This design comes from an exercise in tuning for small area on the open sky130 flow, not from production work.
The RTL was checked by simulation tests, not by an equivalence proof against the original design.
No activity file was given, so power comes from the tool's default toggle rates.

`design/flow/config.mk`:
```
export PLATFORM = sky130hd
export DESIGN_NAME = mtm_Alu
export DESIGN_NICKNAME = mtm_Alu
export VERILOG_FILES = /design/flow/design.v
export SDC_FILE = /design/flow/constraint.sdc
export NUM_CORES = 4
export LEC_CHECK = 0
export ABC_AREA = 1
export CAP_MARGIN = 20
export CORE_MARGIN = 2
export CORE_UTILIZATION = 40
export CTS_BUF_LIST = sky130_fd_sc_hd__clkbuf_8
export SLEW_MARGIN = 20
```
`design/flow/constraint.sdc`:
```
create_clock -name core_clock -period 8.0 [get_ports {clk}]
set_input_delay 1.6000 -clock core_clock [delete_from_list [all_inputs] [get_ports {clk}]]
set_output_delay 1.6000 -clock core_clock [all_outputs]
set_load 0.01 [all_outputs]
```
`design/flow/design.v`:
```
module mtm_Alu (
    input  wire clk,    
    input  wire rst_n,  
    input  wire sin,    
    output wire sout    
);
reg  [3:0]  bc;
reg  [3:0]  pc;
reg  [3:0]  lf;       
reg  [3:0]  M;
reg  [31:0] X;
reg  [31:0] H;        
wire busy  = pc[3] & pc[2];
wire pc8   = pc[3] & !pc[2];
wire bc10  = (bc == 4'd10);
wire ferr  = !busy && ((bc == 4'd1 && (pc8 ? !sin : sin)) || (bc10 && !sin));
wire pay   = !busy && bc >= 4'd2 && bc <= 4'd9;
reg         c8;
wire        arith = M[2];
wire        sub   = M[0];
wire [1:0]  ck    = {bc[3], bc[0]};                  
wire        ldc   = pay && pc8 && bc >= 4'd6;
wire [7:0]  xa    = X[7:0];
wire [7:0]  ha    = H[7:0];
wire [7:0]  yb    = ha ^ {8{sub}};
wire [8:0]  cc;
wire [7:0]  sum;
assign cc[0] = (ck == 2'd0) ? sub : c8;
genvar gi;
generate for (gi = 0; gi < 8; gi = gi + 1) begin : rca
    assign sum[gi]  = xa[gi] ^ yb[gi] ^ cc[gi];
    assign cc[gi+1] = (xa[gi] & yb[gi]) | (xa[gi] & cc[gi]) | (yb[gi] & cc[gi]);
end endgenerate
wire [7:0]  R     = arith ? sum : (sub ? (xa | ha) : (xa & ha));
reg  [2:0] spc;
reg  [3:0] sbc;
reg  [2:0] oc;        
wire spc4  = spc[2];
wire sidle = spc4 && bc10s;
wire bc10s = (sbc == 4'd10);
wire spay  = sbc >= 4'd2 && sbc <= 4'd9;
wire sdata = !spc4 && spay;
wire [1:0] cd = busy ? pc[1:0] : 2'd0;                
wire go    = spc4 && (bc10s || sbc == 4'd9) &&
             (cd[1] || (cd[0] && (!M[3] || M == 4'b1010 || M == 4'b1100)));
wire cy    = c8 ^ sub;
reg  obit;
always @* begin
    if (sbc == 4'd0) obit = 1'b0;
    else if (sbc == 4'd1) obit = spc4;
    else if (!spay) obit = 1'b1;
    else if (!spc4) obit = H[31];
    else if (sbc <= 4'd6) obit = M[3];
    else obit = oc[2];
end
assign sout = obit;
always @(posedge clk) begin
    if (!rst_n) begin
        bc <= 4'd0; pc <= 4'd0;
        spc <= 3'd4; sbc <= 4'd10;
    end else begin
        if (bc != 4'd0 || !sin) begin
            if (ferr) begin
                bc <= 4'd1; pc <= 4'd14;
            end else if (bc10) begin
                bc <= 4'd0;
                if (busy) pc <= 4'd0;
                else if (!pc8) pc <= pc + 4'd1;
                else if (lf == {{3{!M[3]}}, 1'b0}) begin pc <= 4'd13; bc <= 4'd9; end
                else begin pc <= 4'd15; bc <= 4'd1; end
            end else bc <= bc + 4'd1;
        end
        if (go) begin
            sbc <= 4'd14;
            spc <= (cd[1] || M[3] || M[1]) ? 3'd4 : 3'd0;
        end else if (!sidle) begin
            if (bc10s) begin
                sbc <= 4'd0;
                spc <= spc + 3'd1;
            end else sbc <= sbc + 4'd1;
        end
    end
end
wire        xsh = !ldc && pay && pc[3:2] == 2'b00;
wire        xkp = !ldc && !xsh;
wire [23:0] Xl  = ({24{ldc}} & X[31:8]) | ({24{xsh}} & {X[22:0], sin}) | ({24{xkp}} & X[23:0]);
wire        hsh = !ldc && ((pay && pc[3:2] == 2'b01) || sdata);
wire        hkp = !ldc && !hsh;
wire [31:0] Hn  = ({32{ldc}} & {R, H[31:8]}) | ({32{hsh}} & {H[30:0], sin}) | ({32{hkp}} & H);
reg  [3:0] Mg;        
reg        zg;
reg  [2:0] ocg;
always @* begin
    if (cd[1]) begin                                       
        Mg = cd[0] ? 4'b1010 : 4'b1100;
        zg = !cd[0];
        ocg = cd[0] ? 3'b111 : 3'b101;
    end else if (M[3]) begin                               
        Mg = M;
        zg = M[2];
        ocg = M[2] ? 3'b101 : 3'b111;
    end else if (M[1]) begin                               
        Mg = 4'b1001;
        zg = 1'b0;
        ocg = 3'b110;
    end else begin                                         
        Mg = {1'b0, arith && cy, arith && !cy && H[31], arith};
        zg = arith && (sub ? cy : H[31]);
        ocg = {H[31], 2'b00};
    end
end
wire       mrx  = !go && pay && pc8;
wire       mef  = mrx && !(!bc[3] && !(bc[2] && bc[1])) && M[3] &&
                  (sin != (bc == 4'd6 ? M[2] : bc == 4'd7 ? M[1] : bc == 4'd9));
wire       msh  = !go && ((mrx && bc <= 4'd5) || (!(pay && pc8) && spc4 && spay));
wire       mza  = !go && !(pay && pc8) && !(spc4 && spay) && sdata;
wire       mkp  = !go && !msh && !mza;
wire [3:0] Mn   = ({4{go}} & Mg) | ({4{msh}} & {M[2:0], mrx ? sin : c8}) | {3'b000, mef} |
                  ({4{mza}} & {M[3:1], M[0] && !H[31]}) | ({4{mkp}} & M);
wire       c8k  = !go && !ldc;
wire       c8n  = (go && zg) || (ldc && cc[8]) || (c8k && c8);
wire       ocs  = !go && spay;
wire [2:0] ocn  = ({3{go}} & ocg) | ({3{ocs}} & ({oc[1:0], 1'b0} ^ ((oc[2] ^ obit) ? 3'b011 : 3'b000))) |
                  ({3{!go && !ocs}} & oc);
always @(posedge clk) begin
    if (pc == 4'd0 && bc < 4'd9)
        lf <= 4'd0;
    else if (pay) begin
        lf <= {lf[2:0], 1'b0} ^ (lf[3] ? 4'b0011 : 4'b0000) ^
              (sin ? ((pc == 4'd4 && bc <= 4'd8) ? 4'b1111 : 4'b0011) : 4'b0000);
    end
    M <= Mn;
    c8 <= c8n;
    oc <= ocn;
    X[23:0] <= Xl;
    if (xsh) X[31:24] <= X[30:23];
    H <= Hn;
end
endmodule
```
`design/flow/flow/run.sh`:
```
#!/bin/bash
# The standard layout (standard.sh), with these changes:
#  - clock tree synthesis adds no dummy loads;
#  - the ports are buffered with buf_1.
set -euo pipefail
cd "$(dirname "$0")/.."
rm -rf scripts_area
cp -r "$FLOW_HOME/scripts" scripts_area
cp flow/abc_area.script scripts_area/abc_area.script
export SCRIPTS_DIR="$PWD/scripts_area"
export CTS_ARGS="-sink_clustering_enable -repair_clock_nets -buf_list sky130_fd_sc_hd__clkbuf_8 -dont_use_dummy_load"
export BUFFER_PORTS_ARGS="-buffer_cell sky130_fd_sc_hd__buf_1"
bash standard.sh > standard_flow.log 2>&1
```
`design/flow/flow/abc_area.script`:
```
strash
&get -n
&deepsyn -J 500
&put
dch -f
amap -F 6 -A 16
```
`design/flow/standard.sh`:
```
#!/bin/bash
# synth_recipe.tcl (not shown) runs the flow's synth.tcl, then flattens the netlist and writes it again
# the make line also repeats each setting of config.mk as NAME=value (left out here)
make -C /OpenROAD-flow-scripts/flow DESIGN_CONFIG=/design/flow/config.mk WORK_HOME=/design/flow/orfs CLKGATE_MAP_FILE= SYNTH_SCRIPT=/design/flow/synth_recipe.tcl "${@:-finish}"
```
==> run summary, run 1 <==
----------------------------------------------------
[Die]
  Vertical die dimension ... 103 microns
  Num rows ... 36
  Effective utilization at floorplan ... 40.8%
  Number of placed I/O pins ... 4
  Std-Cell Core Area ... 0.00968 sq mm
  Die Area ... 0.0107 sq mm
  Die Span X ... 103 microns

[Global routing]
  All-Layer GR Usage ... 18.8%
  GRT overflow ... 0
  Global-route wire length before repair ... 15700 microns
  Initial antenna violation count ... 0
  Pin count of the biggest net entering global routing ... 49
  Via count of the first global-routing pass ... 3149

[STA]
  Final Setup Violations ... 0
  Final critical path time including I/O delays and setup ... 5.32 ns
  Relative slew slack ... 51.8%
  Slew at the pin closest to its max-slew limit ... 0.722 ns
  Post-route worst setup slack ... 2.68 ns
  Final setup TNS ... 0 ns
  Number of max-slew violations in the final report ... 0
  Fmax ... 188 MHz
  Final hold vios ... 0
  Setup repair after global routing missed its margin ... no
  Fin Hold WS ... 0.458 ns
  Worst setup skew after layout ... 0.0183 ns
  Tcrit/Tclk final ... 66.5%

[Clocking]
  Number of clock buffers inserted by TritonCTS ... 9
  Clock buffer depth ... 2
  CTS clock-pin slew for the worst setup and hold paths ... 0.08 ns
  TritonCTS clock tree ... built
  CTS H-Tree Depth ... 3
  Cell at the root of the clock tree ... sky130_fd_sc_hd__clkbuf_8
  TritonCTS Sinks ... 91
  Post-CTS Setup Inserts ... 0
  Clock network latency to the later pin of the worst-skew pair ... 0.35 ns
  Number of instances resized during post-cts repair ... 0
  Hold Buf Count CTS ... 0

[Placed design]
  Pre-CTS setup slack ... 2.77 ns
  Dpl hpwl ... 6490 microns
  Weighted congestion at the end of routability-driven global placement ... 0.855
  Buffers added on ports ... 3

[Critical path]
  WP data required ... 8.23 ns
  Crit Path Class ... reg2reg
  Crit path buf inv count ... 2
  Largest delay contributor family on the critical path ... adder cells
  Startpoint type of the worst setup path ... flop
  Slowest CP cell ... sky130_fd_sc_hd__dfxtp_1
  Start of the worst register-to-register path ... M[0]
  Sort of element at the end of the critical path ... flop
  Most frequent cell on the critical path ... sky130_fd_sc_hd__fa_1
  Ordered list of cells on the worst path ... clkinv_1, o22ai_1, fa_1, clkinv_1, fa_1, fa_1, fa_1, fa_1, fa_1, fa_1, fa_1, a222oi_1, o21ai_0
  Destination of the worst register-to-register timing path ... H[31]
  Logic depth of the worst register-to-register path ... 13
  Worst setup slack for register-to-register paths ... 2.68 ns
  Data arrival time of the critical path ... 5.55 ns
  Crit-path max FO ... 24
  Max incr delay on CP ... 0.79 ns

[Route]
  Remaining antenna violation count after routing ... 0
  Number of vias in the routed layout ... 3415
  Average via count per standard cell ... 5.88
  Number of violations reported at the end of detailed-routing iteration 0 ... 310
  Number of iterations in the first detailed-routing pass ... 6
  DRC violations left ... 0
  Wire length per cell ... 15.9 microns
  Total Wirelength ... 9270 microns

[Pwr]
  Power density over cell area ... 352 mW/mm^2
  Leakage ... 0.00148 uW
  Overall power consumption ... 1520 uW
  Clock network power share ... 15.7%
  Proportion of power drawn by flip-flops and latches ... 50.1%
  VDD IR-drop max ... 0.151 mV
  Switching Fraction ... 37.4%
  Power spent charging and discharging nets ... 568 uW
  Internal power ... 948 uW
  Combinational share of power ... 34.2%

[Cells and area]
  Area growth, synth to finish ... 8.76%
  Number of antenna diodes ... 0
  Post-layout net count ... 464
  Util after Layout ... 44.4%
  Share of cells above drive strength 1 ... 3.57%

[Logic synthesis]
  Synth Instances ... 432
  Number of storage elements in the synthesis netlist ... 91
  Mapped Avg Cell Area ... 9.16 sq um
  Number of distinct library cells after synthesis ... 30
  Net Count, Synth ... 446
  Cell area after synthesis ... 0.00396 sq mm
  Yosys warning count ... 1
  Fraction of the yosys area taken by sequential cells ... 48.1%

[Hold path]
  Hold worst-path end ... H[15]
  Start point of the worst hold path ... H[23]
  Worst hold path cell count ... 2
  HP Class ... reg2reg

[Job]
  Number of maximum-capacitance constraint violations ... 0

[Status]
  Run status ... timing/DRC/antenna clean

----------------------------------------------------
-- per-stage QoR --
| step | instances | area, sq um |
|---|---|---|
| after floorplan | 432 | 3960 |
| after global placement | 572 | 4180 |
| after detailed placement | 572 | 4180 |
| after CTS | 581 | 4300 |
| after global routing | 581 | 4300 |
| final | 581 | 4300 |
-- layout make-up --
class,count,area (sq um)
clock buffer,9,124
fill,960,5380
inverter,100,375
multi-input combinational,241,1690
sequential,91,1900
tap,133,166
timing repair buffer,7,41.3
-- synthesized netlist by cell type, drive strengths merged --
cell    count  share of area [%]
a22oi       9                1.7
nor4        4               0.63
a221o       1               0.25
o21bai      1               0.19
or2         3               0.47
nor2       34                3.2
nand3       2               0.25
clkinv    100                9.5
o221ai      4               0.89
a31oi       3               0.47
a41oi       1               0.22
o22ai      18                2.8
a32oi       1               0.22
o21ai      48                6.1
o31ai       2               0.38
o32ai       2               0.44
o311a       1               0.25
a222oi     53                 13
nor3       10                1.3
nand2      14                1.3
ha          3               0.95
a221oi      1               0.22
a211oi      3               0.57
fa          8                4.0
a21oi      12                1.5
nor2b       1               0.16
nand4       1               0.16
dfxtp      83                 42
a32o        1               0.25
edfxtp      8                6.1
-- cells by family after synthesis --
| kind of cell | count (synthesis) | share of synthesized area (%) |
|---|---|---|
| AOI/OAI and AO/OA | 161 | 29.9 |
| buffers and inverters | 100 | 9.49 |
| adders and majority gates | 11 | 5.00 |
| DFF | 91 | 48.1 |
| and+or+nand+nor | 69 | 7.50 |
-- state kept, by name (all words and copies together), names as in the netlist --
name / flops
H: 32
M: 4
X: 32
bc: 4
c8: 1
lf: 4
oc: 3
pc: 4
sbc: 4
spc: 3
-- cell usage in the layout, fill, tap and decap left out, drive strengths merged, types with 4 or more instances in the layout --
cell type and instances:
clkinv 100, dfxtp 83, a222oi 53, o21ai 48, nor2 34, o22ai 18, nand2 14, a21oi 12
nor3 10, a22oi 9, clkbuf 9, edfxtp 8, fa 8, buf 7, nor4 4, o221ai 4
-- how the worst max path moves through the flow --
stage / from / endpoint / slack (ns) / cells past startpoint
final: M[0] / H[31] / 2.68 / 13
after CTS: M[0] / H[31] / 2.74 / 13
after global placement: M[0] / H[31] / 2.90 / 13
after global routing: M[0] / H[31] / 2.35 / 13
after detailed placement: M[0] / H[31] / 2.77 / 13
after floorplan: M[0] / H[31] / 3.28 / 13
-- per-layer routing --
metal	GRT usage (%)	part of all wire [%]	vias up
met2	28.8	45	103
met1	26.5	47	1628
met3	2.76	6.0	12
met4	8.40	1.6	0
li1	-	-	1672
met5	0	0	-
-- power by group through the flow --
stage          clock, uW  sequential (uW)  combinational, uW
6_report             238              759                518
5_1_grt              262              783                596
3_3_place_gp           0              763                495
3_5_place_dp           0              766                515
4_1_cts              249              757                517
2_1_floorplan          0              720                403
-- worst min-delay path, cell delays in order, from the launching register on --
cell	delay [ns]
sky130_fd_sc_hd__dfxtp_1	0.30
sky130_fd_sc_hd__clkinv_1	0.07
sky130_fd_sc_hd__a222oi_1	0.06
==> run 2: changes to the inputs <==
--- a/design/flow/flow/run.sh
+++ b/design/flow/flow/run.sh
@@ -8,6 +8,6 @@
 cp -r "$FLOW_HOME/scripts" scripts_area
 cp flow/abc_area.script scripts_area/abc_area.script
 export SCRIPTS_DIR="$PWD/scripts_area"
-export CTS_ARGS="-sink_clustering_enable -repair_clock_nets -buf_list sky130_fd_sc_hd__clkbuf_8 -dont_use_dummy_load"
+export CTS_ARGS="-sink_clustering_enable -repair_clock_nets -buf_list sky130_fd_sc_hd__clkbuf_8 -dont_use_dummy_load -sink_clustering_size 30 -sink_clustering_max_diameter 300 -sink_clustering_levels 1"
 export BUFFER_PORTS_ARGS="-buffer_cell sky130_fd_sc_hd__buf_1"
 bash standard.sh > standard_flow.log 2>&1
==> run 2 against run 1 <==
  * Synthesized area is the same
  * Clock skew stayed put
  * Combinational power is essentially flat
  * Cell count did not move
  * Register-to-register slack about the same
  * Routed wire length stayed put
  * Final area unchanged
  * Synthesized cell count stayed put
  * Still clean
  * Critical endpoint unchanged
==> run summary, run 2 <==
----------------------------------------------------
[Status]
  Run status ... timing/DRC/antenna clean

[STA]
  Fin Hold WS ... 0.458 ns
  Setup repair after global routing missed its margin ... no
  Tcrit/Tclk final ... 66.5%
  Number of max-slew violations in the final report ... 0
  Final setup TNS ... 0 ns
  Worst setup skew after layout ... 0.0183 ns
  Final Setup Violations ... 0
  Final critical path time including I/O delays and setup ... 5.32 ns
  Relative slew slack ... 51.8%
  Fmax ... 188 MHz
  Final hold vios ... 0
  Slew at the pin closest to its max-slew limit ... 0.722 ns

[Placed design]
  Post-placement cell count ... 572
  Weighted congestion at the end of routability-driven global placement ... 0.855
  Dpl hpwl ... 6490 microns
  Buffers added on ports ... 3

[Route]
  Wire length per cell ... 15.9 microns
  Number of vias in the routed layout ... 3415
  Average via count per standard cell ... 5.88
  Remaining antenna violation count after routing ... 0
  Number of violations reported at the end of detailed-routing iteration 0 ... 310
  Number of iterations in the first detailed-routing pass ... 6
  Total Wirelength ... 9270 microns
  DRC violations left ... 0

[Logic synthesis]
  Cell area after synthesis ... 0.00396 sq mm
  Top cells by area, synth ... sky130_fd_sc_hd__dfxtp_1, sky130_fd_sc_hd__a222oi_1, sky130_fd_sc_hd__clkinv_1
  Synthesized-area fraction occupied by ao, oa, aoi and oai cells ... 29.9%
  Top-count cell post-synth ... sky130_fd_sc_hd__clkinv_1
  Synth Instances ... 432
  Net Count, Synth ... 446
  Basic-gate share of the synthesized area counting and, or, nand and nor cells ... 7.50%
  Area share of xor/xnor cells in the synthesized design ... 0%
  Number of storage elements in the synthesis netlist ... 91
  Area share of fa/ha/maj cells after synthesis ... 5.00%
  Yosys warning count ... 1
  Most instantiated flip-flop cell in the synthesis netlist ... sky130_fd_sc_hd__dfxtp_1
  Mapped Avg Cell Area ... 9.16 sq um
  Mux contribution to synthesized area ... 0%
  Dominant combinational cell family by area after synthesis ... compound AO/OA/AOI/OAI gates
  Area fraction of the dominant cell type after synthesis ... 42.0%
  Post-synth EDFFs ... 8
  Fraction of the yosys area taken by sequential cells ... 48.1%
  Number of distinct library cells after synthesis ... 30
  Async SR Flop Fraction ... 0%
  Most area-hungry cell type in the Yosys netlist ... sky130_fd_sc_hd__dfxtp_1
  Commonest cells in the netlist ... sky130_fd_sc_hd__clkinv_1, sky130_fd_sc_hd__dfxtp_1, sky130_fd_sc_hd__a222oi_1, sky130_fd_sc_hd__o21ai_0, sky130_fd_sc_hd__nor2_1

[Clocking]
  TritonCTS clock tree ... built
  Clock buffer depth ... 2
  CTS clock-pin slew for the worst setup and hold paths ... 0.08 ns
  Cell at the root of the clock tree ... sky130_fd_sc_hd__clkbuf_8
  CTS H-Tree Depth ... 3
  Number of clock buffers inserted by TritonCTS ... 9
  Number of instances resized during post-cts repair ... 0
  TritonCTS Sinks ... 91
  Hold Buf Count CTS ... 0
  Clock network latency to the later pin of the worst-skew pair ... 0.35 ns
  Post-CTS Setup Inserts ... 0

[Cells and area]
  Post-layout net count ... 464
  Most frequent cells in the layout ... sky130_fd_sc_hd__clkinv_1, sky130_fd_sc_hd__dfxtp_1, sky130_fd_sc_hd__a222oi_1
  Registers with the most flip-flops ... H (32), X (32)
  Most common cell after layout, fill and taps aside ... sky130_fd_sc_hd__clkinv_1
  Share of cells above drive strength 1 ... 3.57%
  Final std cells w/o fill ... 581
  Number of antenna diodes ... 0
  Area growth, synth to finish ... 8.76%
  Number of fill cells in the layout ... 960

[Pwr]
  Overall power consumption ... 1520 uW
  VDD IR-drop max ... 0.151 mV
  Power density over cell area ... 352 mW/mm^2
  Leakage ... 0.00148 uW

[Global routing]
  Initial antenna violation count ... 0
  GRT overflow ... 0
  Pin count of the biggest net entering global routing ... 49
  All-Layer GR Usage ... 18.8%
  Global-route wire length before repair ... 15700 microns
  Via count of the first global-routing pass ... 3149

[Die]
  Die Span X ... 103 microns
  Vertical die dimension ... 103 microns
  Die Area ... 0.0107 sq mm
  Num rows ... 36
  Number of placed I/O pins ... 4
  Std-Cell Core Area ... 0.00968 sq mm
  Effective utilization at floorplan ... 40.8%

[Critical path]
  Crit Path Class ... reg2reg
  Slowest CP cell ... sky130_fd_sc_hd__dfxtp_1
  Ordered list of cells on the worst path ... clkinv_1, o22ai_1, fa_1, clkinv_1, fa_1, fa_1, fa_1, fa_1, fa_1, fa_1, fa_1, a222oi_1, o21ai_0
  Data arrival time of the critical path ... 5.55 ns
  Worst setup slack for register-to-register paths ... 2.68 ns
  Max incr delay on CP ... 0.79 ns
  Most frequent cell on the critical path ... sky130_fd_sc_hd__fa_1
  Startpoint type of the worst setup path ... flop
  WP data required ... 8.23 ns
  Crit-path max FO ... 24
  Sort of element at the end of the critical path ... flop

[Hold path]
  HP Class ... reg2reg

[Job]
  Number of maximum-capacitance constraint violations ... 0

----------------------------------------------------
==> run 2: routing by layer <==
metal  global-route usage (%)  share of wire, %
met5                        0                 0
met4                     8.40               1.6
met3                     2.76               6.0
met2                     28.8                45
met1                     26.5                47
==> run 2: worst paths after layout <==
| kind | end | start | cells past startpoint |
|---|---|---|---|
| max | H[31] | M[0] | 13 |
| max reg2reg | H[31] | M[0] | 13 |
| min | H[15] | H[23] | 2 |
| min reg2reg | H[15] | H[23] | 2 |
==> run 2: area by class of cell <==
class / instances / area [sq um] / share of cell area (%)
repair buffers: 7 / 41.3 / 0.960
well taps: 133 / 166 / 3.87
clock buffers: 9 / 124 / 2.88
multi-input cells: 241 / 1690 / 39.4
inverters: 100 / 375 / 8.73
flip-flops and latches: 91 / 1900 / 44.2
==> run 2: logic make-up (layout without fill, tap and decap cells) <==
family	after synthesis	count (layout)
AO/OA/AOI/OAI	161	161
adder cells (fa/ha/maj)	11	11
buffers and inverters	100	116
flip-flops	91	91
AND/OR/NAND/NOR	69	69
==> run 2: worst max-delay path, delay by kind of cell, from the launching register on <==
kind	cells	cell delay [ns]
compound gates	3	0.70
fa+ha+maj	8	3.07
buf+inv	2	0.65
flops	1	0.79
==> run 2: power breakdown <==
| group | total [uW] | switching, uW | internal, uW |
|---|---|---|---|
| registers | 759 | 144 | 615 |
| logic | 518 | 286 | 232 |
| clock network | 238 | 137 | 101 |
| total | 1520 | 568 | 948 |
==> run 2: through the flow <==
| stage | worst slack (ns) | area (sq um) | utilization (%) |
|---|---|---|---|
| 2_1_floorplan | 3.28 | 3960 | - |
| 3_3_place_gp | 2.90 | 4180 | 43.1 |
| 3_5_place_dp | 2.77 | 4180 | 43.1 |
| 4_1_cts | 2.74 | 4300 | 44.4 |
| 5_1_grt | 2.35 | 4300 | 44.4 |
| 6_report | 2.68 | 4300 | 44.4 |
==> run 3: changes to the inputs <==
==> design/flow/flow/run.sh (replaced) <==
#!/bin/bash
# The standard layout (standard.sh), with these changes:
#  - clock tree synthesis adds no dummy loads;
#  - the ports are buffered with buf_1.
set -euo pipefail
cd "$(dirname "$0")/.."
rm -rf scripts_area
cp -r "$FLOW_HOME/scripts" scripts_area
cp flow/abc_area.script scripts_area/abc_area.script
export SCRIPTS_DIR="$PWD/scripts_area"
export CTS_ARGS="-sink_clustering_enable -repair_clock_nets -root_buf sky130_fd_sc_hd__clkbuf_16 -buf_list sky130_fd_sc_hd__clkbuf_4 -dont_use_dummy_load -sink_clustering_size 8"
export BUFFER_PORTS_ARGS="-buffer_cell sky130_fd_sc_hd__buf_1"
bash standard.sh > standard_flow.log 2>&1
==> run 3 against run 2 <==
  * Via count up 0.88%
  * Power up 7.5%
  * Synthesized cell count unchanged
  * Clock skew down 0.0056 ns
  * Routed wire length up 0.43%
  * Cell count unchanged
  * Utilization up 1.0 points
  * Global-route usage up 0.25 points
  * Hold slack worse by 0.0032 ns
  * Critical endpoint unchanged
  * Largest cell class unchanged
  * Largest power group unchanged
==> run summary, run 3 <==
----------------------------------------------------
[Critical path]
  Crit Path Class ... reg2reg
  Sort of element at the end of the critical path ... flop
  WP data required ... 8.21 ns
  Slowest CP cell ... sky130_fd_sc_hd__dfxtp_1
  Crit path buf inv count ... 2
  Startpoint type of the worst setup path ... flop
  Start point of the critical path ... M[0]
  Data arrival time of the critical path ... 5.52 ns
  Ordered list of cells on the worst path ... clkinv_1, o22ai_1, fa_1, clkinv_1, fa_1, fa_1, fa_1, fa_1, fa_1, fa_1, fa_1, a222oi_1, o21ai_0
  Start of the worst register-to-register path ... M[0]
  Largest delay contributor family on the critical path ... adder cells
  Logic depth of the worst register-to-register path ... 13
  Crit-path max FO ... 24
  Max incr delay on CP ... 0.77 ns
  Depth of the critical timing path with buffers and inverters included ... 13
  Most frequent cell on the critical path ... sky130_fd_sc_hd__fa_1

[Placed design]
  Buffers added on ports ... 3
  Dpl hpwl ... 6490 microns
  Weighted congestion at the end of routability-driven global placement ... 0.855
  Placed Area ... 0.00418 sq mm

[Pwr]
  VDD IR-drop max ... 0.170 mV
  Leakage ... 0.00153 uW
  Clock network power share ... 21.5%
  Switching Fraction ... 35.7%
  Combinational share of power ... 31.9%
  Proportion of power drawn by flip-flops and latches ... 46.6%
  Power density over cell area ... 370 mW/mm^2
  Power spent charging and discharging nets ... 582 uW
  Internal power ... 1050 uW

[Cells and area]
  Most common cell after layout, fill and taps aside ... sky130_fd_sc_hd__clkinv_1
  Post-layout net count ... 464
  Share of cells above drive strength 1 ... 3.57%
  Area growth, synth to finish ... 11.3%
  Number of antenna diodes ... 0
  Registers with the most flip-flops ... H (32), X (32)
  Util after Layout ... 45.5%
  Number of fill cells in the layout ... 945
  Most frequent cells in the layout ... sky130_fd_sc_hd__clkinv_1, sky130_fd_sc_hd__dfxtp_1, sky130_fd_sc_hd__a222oi_1
  Cell area after layout ... 0.00440 sq mm

[Logic synthesis]
  Async SR Flop Fraction ... 0%
  Commonest cells in the netlist ... sky130_fd_sc_hd__clkinv_1, sky130_fd_sc_hd__dfxtp_1, sky130_fd_sc_hd__a222oi_1, sky130_fd_sc_hd__o21ai_0, sky130_fd_sc_hd__nor2_1
  Cell area after synthesis ... 0.00396 sq mm
  Synth Instances ... 432
  Area fraction of the dominant cell type after synthesis ... 42.0%
  Fraction of the yosys area taken by sequential cells ... 48.1%
  Post-synth EDFFs ... 8
  Top-count cell post-synth ... sky130_fd_sc_hd__clkinv_1
  Net Count, Synth ... 446
  Most area-hungry cell type in the Yosys netlist ... sky130_fd_sc_hd__dfxtp_1
  Yosys warning count ... 1
  Mapped Avg Cell Area ... 9.16 sq um
  Number of distinct library cells after synthesis ... 30
  Most instantiated flip-flop cell in the synthesis netlist ... sky130_fd_sc_hd__dfxtp_1
  Top cells by area, synth ... sky130_fd_sc_hd__dfxtp_1, sky130_fd_sc_hd__a222oi_1, sky130_fd_sc_hd__clkinv_1
  Number of storage elements in the synthesis netlist ... 91

[Route]
  DRC violations left ... 0
  Total Wirelength ... 9310 microns
  Average via count per standard cell ... 5.93
  Number of iterations in the first detailed-routing pass ... 8
  Number of vias in the routed layout ... 3445
  Remaining antenna violation count after routing ... 0
  Wire length per cell ... 16.0 microns
  Number of violations reported at the end of detailed-routing iteration 0 ... 390

[STA]
  Relative slew slack ... 52.2%
  Worst setup skew after layout ... 0.0126 ns
  Setup repair after global routing missed its margin ... no
  Final critical path time including I/O delays and setup ... 5.31 ns
  Slew at the pin closest to its max-slew limit ... 0.711 ns
  Fin Hold WS ... 0.455 ns
  Tcrit/Tclk final ... 66.4%
  Final hold vios ... 0
  Final Setup Violations ... 0
  Final setup TNS ... 0 ns
  Number of max-slew violations in the final report ... 0
  Fmax ... 188 MHz

[Die]
  Die Area ... 0.0107 sq mm
  Std-Cell Core Area ... 0.00968 sq mm
  Die Span X ... 103 microns
  Number of placed I/O pins ... 4
  Vertical die dimension ... 103 microns
  Num rows ... 36
  Effective utilization at floorplan ... 40.8%

[Clocking]
  CTS clock-pin slew for the worst setup and hold paths ... 0.06 ns
  Number of instances resized during post-cts repair ... 0
  Clock buffer depth ... 2
  Hold Buf Count CTS ... 0
  TritonCTS clock tree ... built
  Clock network latency to the later pin of the worst-skew pair ... 0.34 ns
  TritonCTS Sinks ... 91
  CTS H-Tree Depth ... 3
  Number of clock buffers inserted by TritonCTS ... 9
  Cell at the root of the clock tree ... sky130_fd_sc_hd__clkbuf_16
  Post-CTS Setup Inserts ... 0

[Global routing]
  Via count of the first global-routing pass ... 3164
  Global-route wire length before repair ... 15800 microns
  GRT overflow ... 0
  Pin count of the biggest net entering global routing ... 49
  Initial antenna violation count ... 0
  All-Layer GR Usage ... 19.1%

[Status]
  Run status ... timing/DRC/antenna clean

[Hold path]
  Worst hold path cell count ... 2
  Start point of the worst hold path ... X[31]
  HP Class ... reg2reg

[Job]
  Number of maximum-capacitance constraint violations ... 0

----------------------------------------------------
-- run 3: cell counts after synthesis --
Identical to the previous run, type by type.
-- run 3: per-stage QoR --
| stage | total power [uW] | cells | setup WS, ns |
|---|---|---|---|
| after floorplan | 1120 | 432 | 3.28 |
| after global placement | 1260 | 572 | 2.90 |
| after detailed placement | 1280 | 572 | 2.77 |
| after CTS | 1640 | 581 | 2.73 |
| after global routing | 1760 | 581 | 2.34 |
| final | 1630 | 581 | 2.69 |
-- run 3: final timing paths --
path | slack (ns) | end
worst min register to register | 0.45 | X[23]
worst max-delay path | 2.69 | H[31]
worst max register to register | 2.69 | H[31]
worst min-delay path | 0.45 | X[23]
-- run 3: layer usage --
| metal | track usage, % | share of wire [%] |
|---|---|---|
| met5 | 0 | 0 |
| met4 | 6.58 | 1.4 |
| met3 | 4.57 | 5.9 |
| met2 | 29.0 | 45 |
| met1 | 26.7 | 47 |
-- run 3: power by group through the flow --
stage / clock network [uW] / registers [uW] / logic, uW
after floorplan: 0 / 720 / 403
after global placement: 0 / 763 / 495
after detailed placement: 0 / 766 / 515
after CTS: 361 / 758 / 517
after global routing: 375 / 784 / 597
final: 350 / 759 / 520
-- run 3: cell families after synthesis --
| group | synth area share [%] |
|---|---|
| buf+inv | 9.49 |
| fa+ha+maj | 5.00 |
| compound gates | 29.9 |
| flops | 48.1 |
| simple gates | 7.50 |
-- run 3: cell type report --
class	instances	area, sq um	share of cell area, %
Clock buffer	9	225	5.12
Inverter	100	375	8.53
Multi-Input combinational cell	241	1690	38.4
Sequential cell	91	1900	43.2
Tap cell	133	166	3.78
Timing Repair Buffer	7	41.3	0.938
-- run 3: worst reg2reg max path, stage by stage (launching register included) --
cell and delay [ns]:
sky130_fd_sc_hd__dfxtp_1 0.77, sky130_fd_sc_hd__clkinv_1 0.57, sky130_fd_sc_hd__o22ai_1 0.36, sky130_fd_sc_hd__fa_1 0.21, sky130_fd_sc_hd__clkinv_1 0.08, sky130_fd_sc_hd__fa_1 0.40, sky130_fd_sc_hd__fa_1 0.40, sky130_fd_sc_hd__fa_1 0.40
sky130_fd_sc_hd__fa_1 0.41, sky130_fd_sc_hd__fa_1 0.40, sky130_fd_sc_hd__fa_1 0.41, sky130_fd_sc_hd__fa_1 0.44, sky130_fd_sc_hd__a222oi_1 0.22, sky130_fd_sc_hd__o21ai_0 0.12

-- what the ideal ports hide --
How much do the figures lean on ideal ports? The routed layouts below were timed once more, with nothing changed but the port constraints.
Step 1 (the two cells are an assumption about what drives the block):
set clk [get_ports {clk}]
set_driving_cell -lib_cell sky130_fd_sc_hd__clkbuf_16 $clk
set_driving_cell -lib_cell sky130_fd_sc_hd__buf_2 [delete_from_list [all_inputs] $clk]
Step 2 also shifts input and output timing later by t, the mid clock arrival at the registers, as if the neighbouring blocks saw the same clock.
Three values: no drivers, after step 1, after step 2; two values: the first two.
| run | t (ns) | slack for setup (ns) | worst hold slack (ns) | clock arrival spread, ns | pins driven straight from the clock port |
|---|---|---|---|---|---|
| run 1 | 0.375 | 2.683 / 2.683 / 2.683 | 0.458 / 0.458 / 0.458 | 0.021 / 0.020 | 1 |
| run 2 | 0.375 | 2.683 / 2.683 / 2.683 | 0.458 / 0.458 / 0.458 | 0.021 / 0.020 | 1 |
| run 3 | 0.366 | 2.688 / 2.688 / 2.688 | 0.455 / 0.455 / 0.455 | 0.014 / 0.014 | 1 |
After both steps setup and hold are still met in every run listed.
